Background: an optimization exercise with open tools, aiming at small area and a short achievable clock period. Do not read the settings as production practice.
Function was checked by simulation only, so behaviour that the tests miss may differ from the original.

zinc:
Design DOUBLY_PIPELINE, start of the top module:
module DOUBLY_PIPELINE(clk,xi,yi,r,ang,xf,yf);
input signed [15:0] xi,yi;
input clk;
output signed [15:0] r,ang;
output signed [15:0] xf,yf;
reg signed [15:6] xr, yr;   
reg signed [15:0] a2,a3,a4,a5,a6,a7,a8;
reg signed [15:0] b2,b3,b4,b5,b6,b7;
reg        t2;
reg [1:0]  t3;
reg [2:0]  t4;
reg [3:0]  t5;
reg [4:0]  t6;
reg [5:0]  t7;
reg [5:0]  t8;
reg signed [15:0] x2,x3,x4,x5,x6,x7,x8;
reg signed [15:0] y2,y3,y4,y5,y6,y7,y8;
reg signed [15:0] r_q, xf_q, yf_q;
reg [13:0] ang_q;
reg svn2, svn3, svn4, svn5, svn6;         
reg dxn1, dxn2, dxn3, dxn4, dxn5, dxn6;   
wire [15:0] sc_r, sc_x, sc_y;
scale16 u_sr(.v(a8), .q(sc_r));
scale16 u_sx(.v(x8), .q(sc_x));
scale16 u_sy(.v(y8), .q(sc_y));
wire signed [15:0] a1, b1;
wire c_a1, c_b1;
wire [5:0] a1lo_n, b1lo_n; wire ca_n, cb_n;
add6_skl u_a1lo(.a(xi[5:0]), .b(yi[5:0]), .cin(1'b0), .s(a1lo_n), .cout(ca_n));
add6_skl u_b1lo(.a(yi[5:0]), .b(~xi[5:0]), .cin(1'b1), .s(b1lo_n), .cout(cb_n));
reg [5:0] a1lo, b1lo; reg ca, cb;
wire [9:0] a1hi, b1hi;
add10_skl u_a1hi(.a(xr[15:6]), .b(yr[15:6]), .cin(ca), .s(a1hi), .cout(c_a1));
add10_skl u_b1hi(.a(yr[15:6]), .b(~xr[15:6]), .cin(cb), .s(b1hi), .cout(c_b1));
assign a1 = {a1hi, a1lo};
assign b1 = {b1hi, b1lo};
wire signed [15:0] sh_a2 = b1 >>> 1;
wire [15:0] n_a2; wire co_a2;
add_skl16 u_a2(.a(a1), .b(sh_a2 ^ {16{b1[15]}}), .cin(b1[15]), .s(n_a2), .cout(co_a2));
wire signed [15:0] sh_b2 = a1 >>> 1;
wire [15:0] n_b2; wire co_b2;
add_skl16 u_b2(.a(b1), .b(sh_b2 ^ {16{~b1[15]}}), .cin(~b1[15]), .s(n_b2), .cout(co_b2));
wire signed [15:0] sh_x2 = b1 >>> 1;
wire [15:0] n_x2; wire co_x2;
add_skl12 u_x2(.a(a1), .b(sh_x2 ^ {16{t3[0]}}), .cin(t3[0]), .s(n_x2), .cout(co_x2));
wire signed [15:0] sh_y2 = a1 >>> 1;
wire [15:0] n_y2; wire co_y2;
add_skl12 u_y2(.a(b1), .b(sh_y2 ^ {16{~t3[0]}}), .cin(~t3[0]), .s(n_y2), .cout(co_y2));
wire signed [15:0] sh_a3 = b2 >>> 2;
wire [15:0] n_a3; wire co_a3;
add_skl10 u_a3(.a(a2), .b(sh_a3 ^ {16{b2[15]}}), .cin(b2[15]), .s(n_a3), .cout(co_a3));
wire signed [15:0] sh_b3 = a2 >>> 2;
  ...
For scale: about 550 flip-flops, ~97 I/O pins, ~38000 um^2 of cells after synthesis.
clock: 22.0 ns
lec_check: 0
cap_margin: 20
core_margin: 2
core_utilization: 40
cts_cluster_diameter: 200
cts_cluster_size: 25
slew_margin: 20
standard.sh (not shown) runs the stock make flow with config.mk's settings and CLKGATE_MAP_FILE= SYNTH_SCRIPT=/design/flow/synth_recipe.tcl, a recipe that flattens the netlist after the stock synthesis.
==> flow/flow/run.sh <==
#!/bin/bash
set -euo pipefail
export BUFFER_PORTS_ARGS="-buffer_cell sky130_fd_sc_hd__buf_2"
export SETUP_SLACK_MARGIN=16.65
bash standard.sh > standard_flow.log 2>&1
Edits applied to the flow inputs when going from zinc to raven:
==> flow/run.sh (new file) <==
#!/bin/bash
# synth_recipe.tcl (not shown) runs the flow's synth.tcl, then flattens the netlist and writes it again
# the make line also repeats each setting of config.mk as NAME=value (left out here)
make -C /OpenROAD-flow-scripts/flow DESIGN_CONFIG=/design/flow/config.mk WORK_HOME=/design/flow/orfs CLKGATE_MAP_FILE= SYNTH_SCRIPT=/design/flow/synth_recipe.tcl finish
removed: flow/flow/run.sh
removed: flow/standard.sh
[summary]
- Between raven and zinc, the difference in met3 track utilization from global routing is negligible.
- A slowest stage cell on the critical path of sky130_fd_sc_hd__a2111oi_0 is what raven shows, while sky130_fd_sc_hd__dfxtp_2 belongs to zinc.
- raven against zinc: total buffers and inverters traversed by the critical path has increased; critical path depth has increased; wire length has increased.
- raven and zinc ended up with nearly the same final cell utilization of the core.
> inputs changed (raven -> amber)
==> flow/flow/run.sh (new file) <==
#!/bin/bash
set -euo pipefail
export BUFFER_PORTS_ARGS="-buffer_cell sky130_fd_sc_hd__buf_2"
bash standard.sh > standard_flow.log 2>&1
==> flow/standard.sh (new file) <==
#!/bin/bash
# synth_recipe.tcl (not shown) runs the flow's synth.tcl, then flattens the netlist and writes it again
# the make line also repeats each setting of config.mk as NAME=value (left out here)
make -C /OpenROAD-flow-scripts/flow DESIGN_CONFIG=/design/flow/config.mk WORK_HOME=/design/flow/orfs CLKGATE_MAP_FILE= SYNTH_SCRIPT=/design/flow/synth_recipe.tcl "${@:-finish}"
removed: flow/run.sh
[summary]
amber: flow completed, timing, DRC and antenna clean. Delta (amber minus raven): distinct cell type count of the synthesized netlist level. Delta (amber minus raven): detailed-routed wire length on met3 went down by 300 um; cell area went down by about 1.2%; routed wire length went down by 1.5%; number of tap cells inserted was more or less identical. Compared amber against raven; final cell count within noise.
Setup changes, amber to xenon
==> flow/flow/run.sh <==
#!/bin/bash
set -euo pipefail
export BUFFER_PORTS_ARGS="-buffer_cell sky130_fd_sc_hd__buf_2"
export SETUP_SLACK_MARGIN=16.5
bash standard.sh > standard_flow.log 2>&1
Notes after the runs:
- ~same detailed-routed wire length on met2 in xenon and amber
- Class of the most critical setup path = reg2out: xenon; class of the most critical setup path = reg2reg: amber
- Fraction of met1 tracks used by global routing: xenon < amber
- Going from amber to xenon, cell area after layout grows by 0.57%.
Input changes introduced in tundra (baseline for comparison: xenon):
Settings: an added PLACE_DENSITY of 0.7.
Findings:
- Number of maximum-capacitance violations came out exactly the same in xenon and tundra.
- The wire length of tundra exceeds that of xenon by about 0.8%.
- Taking xenon as the reference, in tundra sequential standard cell area roughly the same, post-detailed-placement cell area roughly the same.
- Diff xenon -> tundra: via count increased 2.9%; synthesized cell count was more or less identical; final design area excluding fillers was more or less identical.
- Relative to xenon, number of antenna violations at the first check in global routing has gone down in tundra.

## run A
Another version of the RTL of DOUBLY_PIPELINE (not shown whole).
Size: roughly 550 flip-flops, about 97 I/O pins.
==> flow/design.v (excerpt) <==
module DOUBLY_PIPELINE(clk,xi,yi,r,ang,xf,yf);
input signed [15:0] xi,yi;
input clk;
output signed [15:0] r,ang;
output signed [15:0] xf,yf;
reg signed [15:0] xr, yr;
reg signed [15:0] a2,a3,a4,a5,a6,a7,a8;
reg signed [15:0] b2,b3,b4,b5,b6,b7;
reg        t2;
reg [1:0]  t3;
reg [2:0]  t4;
reg [3:0]  t5;
reg [4:0]  t6;
reg [5:0]  t7;
reg [5:0]  t8;
reg signed [15:0] x2,x3,x4,x5,x6,x7,x8;
reg signed [15:0] y2,y3,y4,y5,y6,y7,y8;
reg signed [15:0] r_q, xf_q, yf_q;
reg [13:0] ang_q;
wire [15:0] sc_r, sc_x, sc_y;
scale16 u_sr(.v(a8), .q(sc_r));
scale16 u_sx(.v(x8), .q(sc_x));
scale16 u_sy(.v(y8), .q(sc_y));
wire signed [15:0] a1, b1;
wire c_a1, c_b1;
add_skl16 u_a1(.a(xr), .b(yr), .cin(1'b0), .s(a1), .cout(c_a1));
add_skl16 u_b1(.a(yr), .b(~xr), .cin(1'b1), .s(b1), .cout(c_b1));
wire signed [15:0] sh_a2 = b1 >>> 1;
wire [15:0] n_a2; wire co_a2;
add_skl16 u_a2(.a(a1), .b(sh_a2 ^ {16{b1[15]}}), .cin(b1[15]), .s(n_a2), .cout(co_a2));
wire signed [15:0] sh_b2 = a1 >>> 1;
wire [15:0] n_b2; wire co_b2;
add_skl16 u_b2(.a(b1), .b(sh_b2 ^ {16{~b1[15]}}), .cin(~b1[15]), .s(n_b2), .cout(co_b2));
wire signed [15:0] sh_x2 = b1 >>> 1;
wire [15:0] n_x2; wire co_x2;
add_skl16 u_x2(.a(a1), .b(sh_x2 ^ {16{t3[0]}}), .cin(t3[0]), .s(n_x2), .cout(co_x2));
wire signed [15:0] sh_y2 = a1 >>> 1;
wire [15:0] n_y2; wire co_y2;
add_skl16 u_y2(.a(b1), .b(sh_y2 ^ {16{~t3[0]}}), .cin(~t3[0]), .s(n_y2), .cout(co_y2));
wire signed [15:0] sh_a3 = b2 >>> 2;
wire [15:0] n_a3; wire co_a3;
add_skl8 u_a3(.a(a2), .b(sh_a3 ^ {16{b2[15]}}), .cin(b2[15]), .s(n_a3), .cout(co_a3));
wire signed [15:0] sh_b3 = a2 >>> 2;
wire [15:0] n_b3; wire co_b3;
add_skl8 u_b3(.a(b2), .b(sh_b3 ^ {16{~b2[15]}}), .cin(~b2[15]), .s(n_b3), .cout(co_b3));
  ...
Settings: LEC_CHECK=0, CAP_MARGIN=20, CORE_MARGIN=2, CORE_UTILIZATION=40, CTS_BUF_LIST=sky130_fd_sc_hd__clkbuf_8, SLEW_MARGIN=20; clock period 22.0 ns.
run.sh (not shown) runs the stock make flow with config.mk's settings and CLKGATE_MAP_FILE= SYNTH_SCRIPT=/design/flow/synth_recipe.tcl, a recipe that flattens the netlist after the stock synthesis.
Stock flow here: none of the scripts above is used.
Run A finished every stage and its layout cleared the timing, design-rule and antenna checks.
The following lists how run B was set up differently from run A:
diff --git a/flow/config.mk b/flow/config.mk
--- a/flow/config.mk
+++ b/flow/config.mk
@@ -9,4 +9,3 @@
 export CORE_MARGIN = 2
 export CORE_UTILIZATION = 40
-export CTS_BUF_LIST = sky130_fd_sc_hd__clkbuf_8
 export SLEW_MARGIN = 20
Findings:
Clock buffer count from CTS for run B is lower than for run A.
Delta (run B minus run A): number of buffers inserted for hold repair after clock tree synthesis roughly the same, via count of the first global-routing pass lower, register share of the cell area roughly the same, post-detailed-routing wire length roughly the same, number of clock buffers in the layout lower.
Between run A and run B, the met2 track utilization from global routing does not differ in any meaningful way.
[inputs] run C vs run B
==> flow/flow/run.sh (new file) <==
#!/bin/bash
set -euo pipefail
export BUFFER_PORTS_ARGS="-buffer_cell sky130_fd_sc_hd__buf_2"
bash standard.sh > standard_flow.log 2>&1
==> flow/standard.sh (new file) <==
#!/bin/bash
# synth_recipe.tcl (not shown) runs the flow's synth.tcl, then flattens the netlist and writes it again
# the make line also repeats each setting of config.mk as NAME=value (left out here)
make -C /OpenROAD-flow-scripts/flow DESIGN_CONFIG=/design/flow/config.mk WORK_HOME=/design/flow/orfs CLKGATE_MAP_FILE= SYNTH_SCRIPT=/design/flow/synth_recipe.tcl "${@:-finish}"
removed: flow/run.sh
Findings:
Of run C and run B, the higher register-to-register path setup slack belongs to run B. Non-clock buffer count in the final layout, run C and run B: larger value in run B. The proportion of final cell area spent on non-clock buffers reported for run C is smaller than that of run B by 1.1 points. Per the comparison of run C with run B, worst hold slack after final layout essentially unchanged, worst setup timing slack at the placement stage -0.41 ns, clock skew increased 0.0060 ns, share of cell area taken by multi-input logic gates has increased. The run with more setup slack is run B; run C has less. Run C vs run B: total CTS buffers up.
Modified inputs, run D compared to run C
==> flow/run.sh (new file) <==
#!/bin/bash
# synth_recipe.tcl (not shown) runs the flow's synth.tcl, then flattens the netlist and writes it again
# the make line also repeats each setting of config.mk as NAME=value (left out here)
make -C /OpenROAD-flow-scripts/flow DESIGN_CONFIG=/design/flow/config.mk WORK_HOME=/design/flow/orfs CLKGATE_MAP_FILE= SYNTH_SCRIPT=/design/flow/synth_recipe.tcl finish
diff --git a/flow/config.mk b/flow/config.mk
--- a/flow/config.mk
+++ b/flow/config.mk
@@ -9,3 +9,5 @@
 export CORE_MARGIN = 2
 export CORE_UTILIZATION = 40
+export CTS_CLUSTER_DIAMETER = 200
+export CTS_CLUSTER_SIZE = 25
 export SLEW_MARGIN = 20
removed: flow/flow/run.sh
removed: flow/standard.sh
Findings:
- Run C ended up with b5[15]$_DFF_P_ as its timing startpoint of the critical path; run D ended up with yf_q[12]$_DFF_P_.
- Final core utilization: run D < run C
- Compare run D and run C | time the worst path needs with I/O delays and setup higher: run C
- Changes observed in run D relative to run C: final standard cell area without fillers decreased by about 3% relative to the old numbers, wire length on met1 decreased by about 0.3% relative to the old numbers.

Setup of green:
DOUBLY_PIPELINE with an RTL version that a note above also has.
Size: roughly 3400 cells after synthesis, roughly 97 I/O pins.
export LEC_CHECK = 0
export CAP_MARGIN = 20
export CORE_MARGIN = 2
export CORE_UTILIZATION = 40
export CTS_CLUSTER_DIAMETER = 150
export CTS_CLUSTER_SIZE = 20
export SLEW_MARGIN = 20
create_clock -name core_clock -period 22.0 [get_ports {clk}]
standard.sh (not shown) runs the stock make flow with config.mk's settings and CLKGATE_MAP_FILE= SYNTH_SCRIPT=/design/flow/synth_recipe.tcl, a recipe that flattens the netlist after the stock synthesis.
==> flow/flow/run.sh <==
#!/bin/bash
set -euo pipefail
export BUFFER_PORTS_ARGS="-buffer_cell sky130_fd_sc_hd__buf_2"
export SETUP_SLACK_MARGIN=16.5
bash standard.sh > standard_flow.log 2>&1
The inputs of purple differ from those of green as listed below.
- CTS_CLUSTER_DIAMETER: 150 -> 200
- CTS_CLUSTER_SIZE: 20 -> 25
- CTS_BUF_LIST: unset -> sky130_fd_sc_hd__clkbuf_8 sky130_fd_sc_hd__clkbuf_16
Findings:
- In terms of post-route clock period utilization, purple and green differ only marginally.
- Reported for green and purple, post-cts repair resize count turned out identical to the last digit.

[what the ideal ports hide]
Ports are ideal in the flow. The routed layouts listed here were re-timed in OpenROAD. Step 1 (the two cells are an assumption about what drives the block):
set clk [get_ports {clk}]
set_driving_cell -lib_cell sky130_fd_sc_hd__clkbuf_16 $clk
set_driving_cell -lib_cell sky130_fd_sc_hd__buf_2 [delete_from_list [all_inputs] $clk]
Step 2 moves the port delays by t, midway between the first and last clock arrival at a register: inputs arrive t later, outputs are due t later. That takes back most of the time a late clock gives input paths. Slacks: ideal / step 1 / step 2; pairs: ideal / step 1.
| run | t, ns | slack for setup (ns) | worst slew at a driven data input, ns | cell pins on the clock port's net |
|---|---|---|---|---|
| zinc | 0.657 | 16.547 / 16.484 / 16.182 | 0.03 | 1 |
| raven | 0.643 | 15.908 / 15.908 / 15.652 | 0.03 | 1 |
| amber | 0.657 | 15.983 / 15.983 / 15.983 | 0.03 | 1 |
| xenon | 0.656 | 16.540 / 16.479 / 16.144 | 0.03 | 1 |
| tundra | 0.645 | 16.562 / 16.499 / 16.174 | 0.03 | 1 |
| run A | 0.750 | 16.045 / 15.984 / 16.311 | 0.04 | 1 |
| run B | 0.665 | 16.144 / 16.081 / 16.244 | 0.04 | 1 |
| run C | 0.665 | 15.854 / 15.854 / 15.854 | 0.03 | 1 |
| run D | 0.645 | 16.146 / 16.084 / 16.297 | 0.04 | 1 |
| green | 0.664 | 16.532 / 16.471 / 16.127 | 0.03 | 1 |
| purple | 0.656 | 16.540 / 16.479 / 16.144 | 0.03 | 1 |
After both steps every run listed still meets setup and hold. The setup slack of green, which loses most, moves by -0.061 ns with the drivers and by -0.405 ns with both steps.
